This design comes from an exercise in tuning for small area, a short achievable clock period and few clock cycles on the open sky130 flow, not from production work. RTL that was checked went through simulation tests only; none was proved equivalent to the original.

==> inputs of v24 <==
// aoc_day2
module aoc_day2 (
    input         clock,
    input         reset,
    input  [63:0] data_value,
    input         data_valid,
    output        data_ready,
    output        result_valid,
    output [63:0] result_value
);
    reg ready_q;
    reg phase;           
    always @(posedge clock) begin
        if (reset) begin
            ready_q <= 1'b0;
            phase   <= 1'b0;
        end else begin
            ready_q <= 1'b1;
            if (data_valid && ready_q) phase <= ~phase;
        end
    end
    assign data_ready = ready_q;
    wire [33:0] a_n = data_value[33:0];
    wire [9:0] ge;
    assign ge[0] = a_n >= 34'd10;
    assign ge[1] = a_n >= 34'd100;
    assign ge[2] = a_n >= 34'd1000;
    assign ge[3] = a_n >= 34'd10000;
    assign ge[4] = a_n >= 34'd100000;
    assign ge[5] = a_n >= 34'd1000000;
    assign ge[6] = a_n >= 34'd10000000;
    assign ge[7] = a_n >= 34'd100000000;
    assign ge[8] = a_n >= 34'd1000000000;
    assign ge[9] = a_n >= 34'd10000000000;
    wire [3:0] a_dg = ge[9] ? 4'd10 : ge[8] ? 4'd9 : ge[7] ? 4'd8 :
                      ge[6] ? 4'd7 : ge[5] ? 4'd6 : ge[4] ? 4'd5 :
                      ge[3] ? 4'd4 : ge[2] ? 4'd3 : ge[1] ? 4'd2 :
                      ge[0] ? 4'd1 : 4'd0;
    wire a_v = ~reset & data_valid & ready_q;
    wire a_e = phase;
    wire [3:0] dd1;
    aoc_add3 u_dd1 (.x({1'b0, a_n[33], a_n[32], a_n[31]}), .y(dd1));
    wire [3:0] dd2;
    aoc_add3 u_dd2 (.x({dd1[2], dd1[1], dd1[0], a_n[30]}), .y(dd2));
  ...
clock: 5.0 ns
lec_check: 0
cap_margin: 20
core_margin: 2
core_utilization: 40
setup_slack_margin: 1.2
slew_margin: 20
synth_hierarchical: 1
synth_minimum_keep_size: 0
run.sh (not shown) runs the stock make flow with config.mk's settings and CLKGATE_MAP_FILE= SYNTH_SCRIPT=/design/flow/synth_recipe.tcl, a recipe that flattens the netlist after the stock synthesis.
==> v37 (differences from v24) <==
--- a/flow/config.mk
+++ b/flow/config.mk
@@ -5,6 +5,7 @@
 export SDC_FILE = /design/flow/constraint.sdc
 export NUM_CORES = 4
 export LEC_CHECK = 0
+export ABC_AREA = 1
 export CAP_MARGIN = 20
 export CORE_MARGIN = 2
 export CORE_UTILIZATION = 40
==> v10 (differences from v24) <==
--- a/flow/config.mk
+++ b/flow/config.mk
@@ -5,10 +5,11 @@
 export SDC_FILE = /design/flow/constraint.sdc
 export NUM_CORES = 4
 export LEC_CHECK = 0
+export ABC_AREA = 1
 export CAP_MARGIN = 20
 export CORE_MARGIN = 2
 export CORE_UTILIZATION = 40
-export SETUP_SLACK_MARGIN = 1.2
+export SETUP_SLACK_MARGIN = 1.4
 export SLEW_MARGIN = 20
 export SYNTH_HIERARCHICAL = 1
 export SYNTH_MINIMUM_KEEP_SIZE = 0
==> qor summary <==
quantity	v37	v24	v10
Status	no timing/DRC/antenna violations	no timing/DRC/antenna violations	no timing/DRC/antenna violations
WP buf/inv	6	2	4
Number of cells produced by synthesis	7579	5584	7579
Master of the slowest instance on the critical path	dfxtp_4	dfxtp_4	a2111oi_4
Non-CTS inverters	1282	719	1282
Die Footprint	133100 um2	122900 um2	133100 um2
Drt first-iter violations	2625	1684	2604
Cells on worst reg2reg path	31	26	27
Met1 global-route usage	0.2836	0.2375	0.2838
Post-route met1 wirelength	66420 um	54010 um	66660 um
Post-Place Cell Area	55160 um2	51140 um2	55160 um2
Post-layout nets	8439	6607	8472
Quantity of gates resized following cts	59	299	104
Wire length of the first global-routing pass	228200 um	189400 um	228500 um
Metal3 WL	5908 um	3236 um	6222 um
Share of the final layout cell area in multi-input gates	0.5997	0.6201	0.6033
Fmax	268.7 MHz	229.9 MHz	263.7 MHz
Total wire length after detailed routing	143000 um	120500 um	145200 um
Die W	364.9 um	350.6 um	364.9 um
Overall global routing resource usage	0.2128	0.1861	0.2131
Number of global-route vias before repair	44790	37650	44920
Testbench counts of v24, summed over its fixed seeds: cycles 464.
Testbench counts of v37, summed over its fixed seeds: cycles 464.
Testbench counts of v10, summed over its fixed seeds: cycles 464.

* * *

==> run a <==
Another version of the RTL of aoc_day2 (not shown whole).
clock: 5.0 ns
lec_check: 0
abc_area: 1
cap_margin: 20
core_margin: 2
core_utilization: 40
setup_slack_margin: 1.6
slew_margin: 20
==> inputs of run b, as changes to run a <==
--- a/flow/design.v
+++ b/flow/design.v
@@ -359,38 +359,26 @@
     wire hbs87 = hbc62 ^ hbs63 ^ y_h[18];
     wire hbc88 = (hbc62 & hbs63) | (hbc62 & y_h[18]) | (hbs63 & y_h[18]);
     wire hbs89 = hbc64 ^ hbs65 ^ y_h[16];
     wire hbc90 = (hbc64 & hbs65) | (hbc64 & y_h[16]) | (hbs65 & y_h[16]);
     wire hbs91 = hbc66 ^ y_h[17];
     wire hbc92 = hbc66 & y_h[17];
     wire [16:0] hbra93 = {y_h[19], hbc92, hbc90, hbc88, hbc86, hbc84, hbc82, hbc80, hbc78, hbc76, hbc74, hbc72, hbc70, hbc68, hbs67, y_h[1], y_h[0]};
     wire [16:0] hbrb94 = {1'b0, y_h[18], hbs91, hbs89, hbs87, hbs85, hbs83, hbs81, hbs79, hbs77, hbs75, hbs73, hbs71, hbs69, y_h[8], y_h[4], 1'b0};
-    reg        p_v, p_e, p_b, p_even;
-    reg [3:0]  p_dg;
-    reg [16:0] p_ha, p_hb;
-    always @(posedge clock) begin
-        p_v    <= ~reset & y_v;
-        p_e    <= y_e;
-        p_dg   <= y_dg;
-        p_b    <= y_b;
-        p_even <= y_even;
-        p_ha   <= hbra93;
-        p_hb   <= hbrb94;
-    end
-    wire [16:0] y_hb = p_ha + p_hb;
+    wire [16:0] y_hb = hbra93 + hbrb94;
     reg        q_v, q_e, q_b;
     reg [3:0]  q_dg;
     reg [16:0] q_h;
     always @(posedge clock) begin
-        q_v  <= ~reset & p_v;
-        q_e  <= p_e;
-        q_dg <= p_dg;
-        q_h  <= p_even ? y_hb : 17'd0;
-        q_b  <= p_even & p_b;
+        q_v  <= ~reset & y_v;
+        q_e  <= y_e;
+        q_dg <= y_dg;
+        q_h  <= y_even ? y_hb : 17'd0;
+        q_b  <= y_even & y_b;
     end
     wire pp95 = q_h[0] & q_h[1];
     wire pp96 = q_h[0] & q_h[2];
     wire pp97 = q_h[0] & q_h[3];
     wire pp98 = q_h[0] & q_h[4];
     wire pp99 = q_h[0] & q_h[5];
     wire pp100 = q_h[0] & q_h[6];
     wire pp101 = q_h[0] & q_h[7];
- SETUP_SLACK_MARGIN: 1.6 -> 1.5
==> summary of the runs <==
Run a passed the timing, DRC and antenna checks. Run b produced a clean layout. In run b the design area is lower than in run a, by 6.3%. Synthesized area: run b is lower than run a (about 1.5%). Against run a, the die area of run b is smaller by 1.5%. Between run b and run a, the lower core utilization is in run b (gap 2.5 points). Between run a and run b, the lower register-to-register slack is in run b (gap 390 ps).
Testbench counts of run a, summed over its fixed seeds: cycles 464.
Only the layout flow was run in run b; the RTL was not checked for function there.

* * *

==> job 6288 <==
aoc_day2, a different RTL version from the one above (not shown whole).
clock: 5.0 ns
lec_check: 0
cap_margin: 20
core_margin: 2
core_utilization: 40
gpl_timing_driven: 0
slew_margin: 20
==> job 2879 (differences from job 6288) <==
--- a/flow/config.mk
+++ b/flow/config.mk
@@ -8,5 +8,5 @@
 export CAP_MARGIN = 20
 export CORE_MARGIN = 2
-export CORE_UTILIZATION = 40
-export GPL_TIMING_DRIVEN = 0
+export CORE_UTILIZATION = 65
+export PLACE_DENSITY = 0.75
 export SLEW_MARGIN = 20
==> results.txt <==
- Against job 6288, the global-route usage of job 2879 is higher by 12 points.
- Non-clock buffer count: job 6288 is higher than job 2879 (54).
- Sequential share of layout area: job 2879 is higher than job 6288 (0.50 points).
==> figures <==
metric                                              job 2879                     job 6288
Starting DRT DRC Count                                 2,246                        1,820
Worst stage delay on the critical path               0.55 ns                      0.37 ns
Status                                        finished clean               finished clean
FP Rows                                                   96                          123
DIE WIDTH                                             268 um                       341 um
Timing endpoint of the critical path         s_t[32]$_DFF_P_  div[9].cut.rem_q[4]$_DFF_P_
Max stage delay cell, worst path                        fa_1                      dfxtp_4
Worst slew slack as a fraction of its limit            35.2%                        35.4%
No functional check of the RTL was part of any run of this note.

* * *

==> wip/umber: inputs <==
aoc_day2, a different RTL version from the one above (not shown whole).
// aoc_day2
module aoc_day2 (
    input         clock,
    input         reset,
    input  [63:0] data_value,
    input         data_valid,
    output        data_ready,
    output        result_valid,
    output [63:0] result_value
);
clock: 5.0 ns
lec_check: 0
abc_area: 1
cap_margin: 20
core_margin: 2
core_utilization: 55
place_density: 0.72
setup_slack_margin: 1.2
slew_margin: 20
synth_hierarchical: 1
synth_minimum_keep_size: 0
==> inputs of wip/cedar, as changes to wip/umber <==
Settings changed: CORE_UTILIZATION 55 to 40, CTS_BUF_LIST set to sky130_fd_sc_hd__clkbuf_8, PLACE_DENSITY 0.72 to not set.
==> inputs of wip/violet, as changes to wip/umber <==
Settings changed: CORE_UTILIZATION 55 to 40, PLACE_DENSITY 0.72 to not set, SETUP_SLACK_MARGIN 1.2 to 1.4.
==> results.txt <==
Between wip/umber and wip/cedar, the lower final cell count is in wip/umber (gap 5.8%, measured against wip/cedar). Hold slack: wip/umber is higher than wip/violet (0.0053 ns). In wip/violet the critical path depth is higher than in wip/cedar, by 22.
==> figures <==
item	wip/cedar	wip/violet	wip/umber
Status	complete, no violations	complete, no violations	complete, no violations
Number of placed instances, taps included	8834	8834	8369
Post-placement setup slack	0.938 ns	0.938 ns	1.04 ns
Proportion of layout cells with a drive suffix above 1	0.146	0.186	0.141
Total iterations of the first detailed-routing run	9	6	6
Source of the worst hold timing path	y_dg[1]	c1_n[11]	c1_e
Testbench counts of wip/umber, summed over its fixed seeds: cycles 448.
Testbench counts of wip/cedar, summed over its fixed seeds: cycles 448.
Testbench counts of wip/violet, summed over its fixed seeds: cycles 448.

* * *

==> build 81: inputs <==
aoc_day2 with an RTL version that a note above also has.
Settings: LEC_CHECK=0, ABC_AREA=1, CAP_MARGIN=20, CORE_MARGIN=2, CORE_UTILIZATION=40, SETUP_SLACK_MARGIN=0.8, SLEW_MARGIN=20; clock period 5.0 ns.
==> inputs of build 53, as changes to build 81 <==
--- a/flow/config.mk
+++ b/flow/config.mk
@@ -9,5 +9,5 @@
 export CAP_MARGIN = 20
 export CORE_MARGIN = 2
 export CORE_UTILIZATION = 40
-export SETUP_SLACK_MARGIN = 0.8
+export SETUP_SLACK_MARGIN = 1.2
 export SLEW_MARGIN = 20
==> results.txt <==
item	build 81	build 53
Detailed router's first-iteration violation count	2333	2363
Layout cell share with drive strength beyond 1	0.08766	0.1087
Total via count in the routed design	44830	45120
Total of cells resized after clock tree synthesis	10	147
Largest fanout of any net on the critical path	6	5
Largest stage delay on the critical path	0.38 ns	0.37 ns
Last element of the critical path	total[35]	y_b
Result of the run	no timing/DRC/antenna violations	no timing/DRC/antenna violations
Clock network share of area	0.04676	0.04645
Proportion of cell area occupied by multi-input gates	0.5821	0.5844
Testbench counts of build 81, summed over its fixed seeds: cycles 464.
Testbench counts of build 53, summed over its fixed seeds: cycles 464.

* * *

==> inputs of pepper <==
RTL: one of the versions met above, not the one the previous note started from.
Settings: LEC_CHECK=0, ABC_AREA=1, CAP_MARGIN=20, CORE_MARGIN=2, CORE_UTILIZATION=40, SETUP_SLACK_MARGIN=1.0, SLEW_MARGIN=20, SYNTH_HIERARCHICAL=1, SYNTH_MINIMUM_KEEP_SIZE=0; clock period 5.0 ns.
==> nickel: changes against pepper <==
ABC_AREA = default   (was 1)
SETUP_SLACK_MARGIN = 1.6   (was 1.0)
==> PnR_summary.wiki <==
{| class="wikitable"
! Metric !! Value
|-
| Result of the run || complete, no violations
|-
| Placed cell area || approximately 51000 um^2
|-
| Net count, final || roughly 6800
|-
| Die W || 351 um
|-
| Met2 routing resource usage after global routing || 0.362
|-
| Clock network area share || 0.0400
|-
| Total buffers and inverters traversed by the critical path || 1
|-
| Clkbuf count || roughly 100
|-
| Violation count after the first detailed-route iteration || ~1700
|}
[end of results for nickel]
==> PnR_summary.wiki <==
{| class="wikitable"
! Metric !! Value
|-
| Placed cell area || about 55000 um^2
|-
| Clkbuf count || 94
|-
| Net count, final || about 8400
|-
| Total buffers and inverters traversed by the critical path || 6
|-
| Die W || about 360 um
|-
| Wire length per cell after detailed routing || 14.9 um
|-
| Metal1 wirelength || roughly 67000 um
|-
| Result of the run || complete, no violations
|-
| Met2 routing resource usage after global routing || 0.359
|-
| Violation count after the first detailed-route iteration || approximately 2600
|-
| Number of flip-flops under the largest register name || 64
|-
| Clock network area share || 0.0440
|}
[end of results for pepper]
Testbench counts of pepper, summed over its fixed seeds: cycles 464.
Testbench counts of nickel, summed over its fixed seeds: cycles 464.

* * *

==> inputs of v34 <==
RTL: one of the versions met above, not the one the previous note started from.
==> flow/config.mk <==
export PLATFORM = sky130hd
export DESIGN_NAME = aoc_day2
export DESIGN_NICKNAME = aoc_day2
export VERILOG_FILES = /design/flow/design.v
export SDC_FILE = /design/flow/constraint.sdc
export NUM_CORES = 4
export LEC_CHECK = 0
export ABC_AREA = 1
export CAP_MARGIN = 20
export CORE_MARGIN = 2
export CORE_UTILIZATION = 40
export SETUP_SLACK_MARGIN = 1.0
export SLEW_MARGIN = 20
export SYNTH_HIERARCHICAL = 1
export SYNTH_MINIMUM_KEEP_SIZE = 0
==> flow/constraint.sdc <==
create_clock -name core_clock -period 5.0 [get_ports {clock}]
set_input_delay 1.0000 -clock core_clock [delete_from_list [all_inputs] [get_ports {clock}]]
set_output_delay 1.0000 -clock core_clock [all_outputs]
set_load 0.01 [all_outputs]
==> v7: changes against v34 <==
SETUP_SLACK_MARGIN = 1.2   (was 1.0)
==> v30: changes against v34 <==
CTS_BUF_LIST = sky130_fd_sc_hd__clkbuf_4 sky130_fd_sc_hd__clkbuf_8   (was not set)
SETUP_SLACK_MARGIN = 1.2   (was 1.0)
==> summary of the runs <==
The lowest fmax belongs to v34, the highest to v7.
Clock-buffer cell count is the same in v7 and v34.
Sequential share of layout area, highest first: v34, v30, v7.
Between v7 and v34, the lower worst setup slack is in v34 (gap 150 ps).
Synthesized area is the same in v34 and v7.
Non-clock buffer count, lowest first: v34, v7, v30.
Testbench counts of v34, summed over its fixed seeds: cycles 448.
Testbench counts of v7, summed over its fixed seeds: cycles 448.
Testbench counts of v30, summed over its fixed seeds: cycles 448.

[port drivers added, routing unchanged]
No port has a modelled driver above. Below, the same layouts with a new extraction and two added sets of constraints. Step 1: set_driving_cell puts a clkbuf_16 on clock and a buf_2 on each other input, an assumption about the parent block. Step 2 moves the port delays by t, midway between the first and last clock arrival at a register: inputs arrive t later, outputs are due t later. That takes back most of the time a late clock gives input paths. Three values: ideal ports, drivers, drivers and shift; two values: the first two.
run | shift t [ns] | setup WS [ns] | clock arrival spread, ns | worst register clock-pin slew, ns
v24 | 0.704 | 0.651 / 0.651 / 0.651 | 0.039 / 0.040 | 0.07 / 0.07
v37 | 0.740 | 1.278 / 1.278 / 1.278 | 0.049 / 0.049 | 0.07 / 0.07
v10 | 0.746 | 1.208 / 1.208 / 1.208 | 0.045 / 0.045 | 0.07 / 0.07
run a | 0.752 | 1.147 / 1.147 / 1.147 | 0.034 / 0.035 | 0.07 / 0.07
run b | 0.732 | 0.753 / 0.753 / 0.753 | 0.039 / 0.039 | 0.07 / 0.07
job 6288 | 0.688 | 0.124 / 0.124 / 0.124 | 0.035 / 0.035 | 0.07 / 0.07
job 2879 | 0.675 | 0.187 / 0.187 / 0.187 | 0.049 / 0.049 | 0.07 / 0.07
wip/umber | 0.716 | 1.211 / 1.211 / 1.211 | 0.027 / 0.027 | 0.07 / 0.07
wip/cedar | 0.845 | 1.332 / 1.332 / 1.332 | 0.067 / 0.067 | 0.08 / 0.08
wip/violet | 0.722 | 1.351 / 1.351 / 1.351 | 0.029 / 0.029 | 0.07 / 0.07
build 81 | 0.753 | 0.958 / 0.958 / 0.958 | 0.037 / 0.036 | 0.07 / 0.07
build 53 | 0.754 | 1.107 / 1.107 / 1.107 | 0.060 / 0.061 | 0.07 / 0.07
pepper | 0.738 | 1.232 / 1.232 / 1.232 | 0.046 / 0.045 | 0.07 / 0.07
nickel | 0.724 | 0.707 / 0.707 / 0.707 | 0.043 / 0.043 | 0.07 / 0.07
v34 | 0.723 | 1.165 / 1.165 / 1.165 | 0.027 / 0.026 | 0.07 / 0.07
v7 | 0.723 | 1.317 / 1.317 / 1.317 | 0.028 / 0.028 | 0.07 / 0.07
v30 | 0.843 | 1.291 / 1.291 / 1.291 | 0.060 / 0.060 | 0.08 / 0.08
After both steps setup and hold are still met in every run listed.
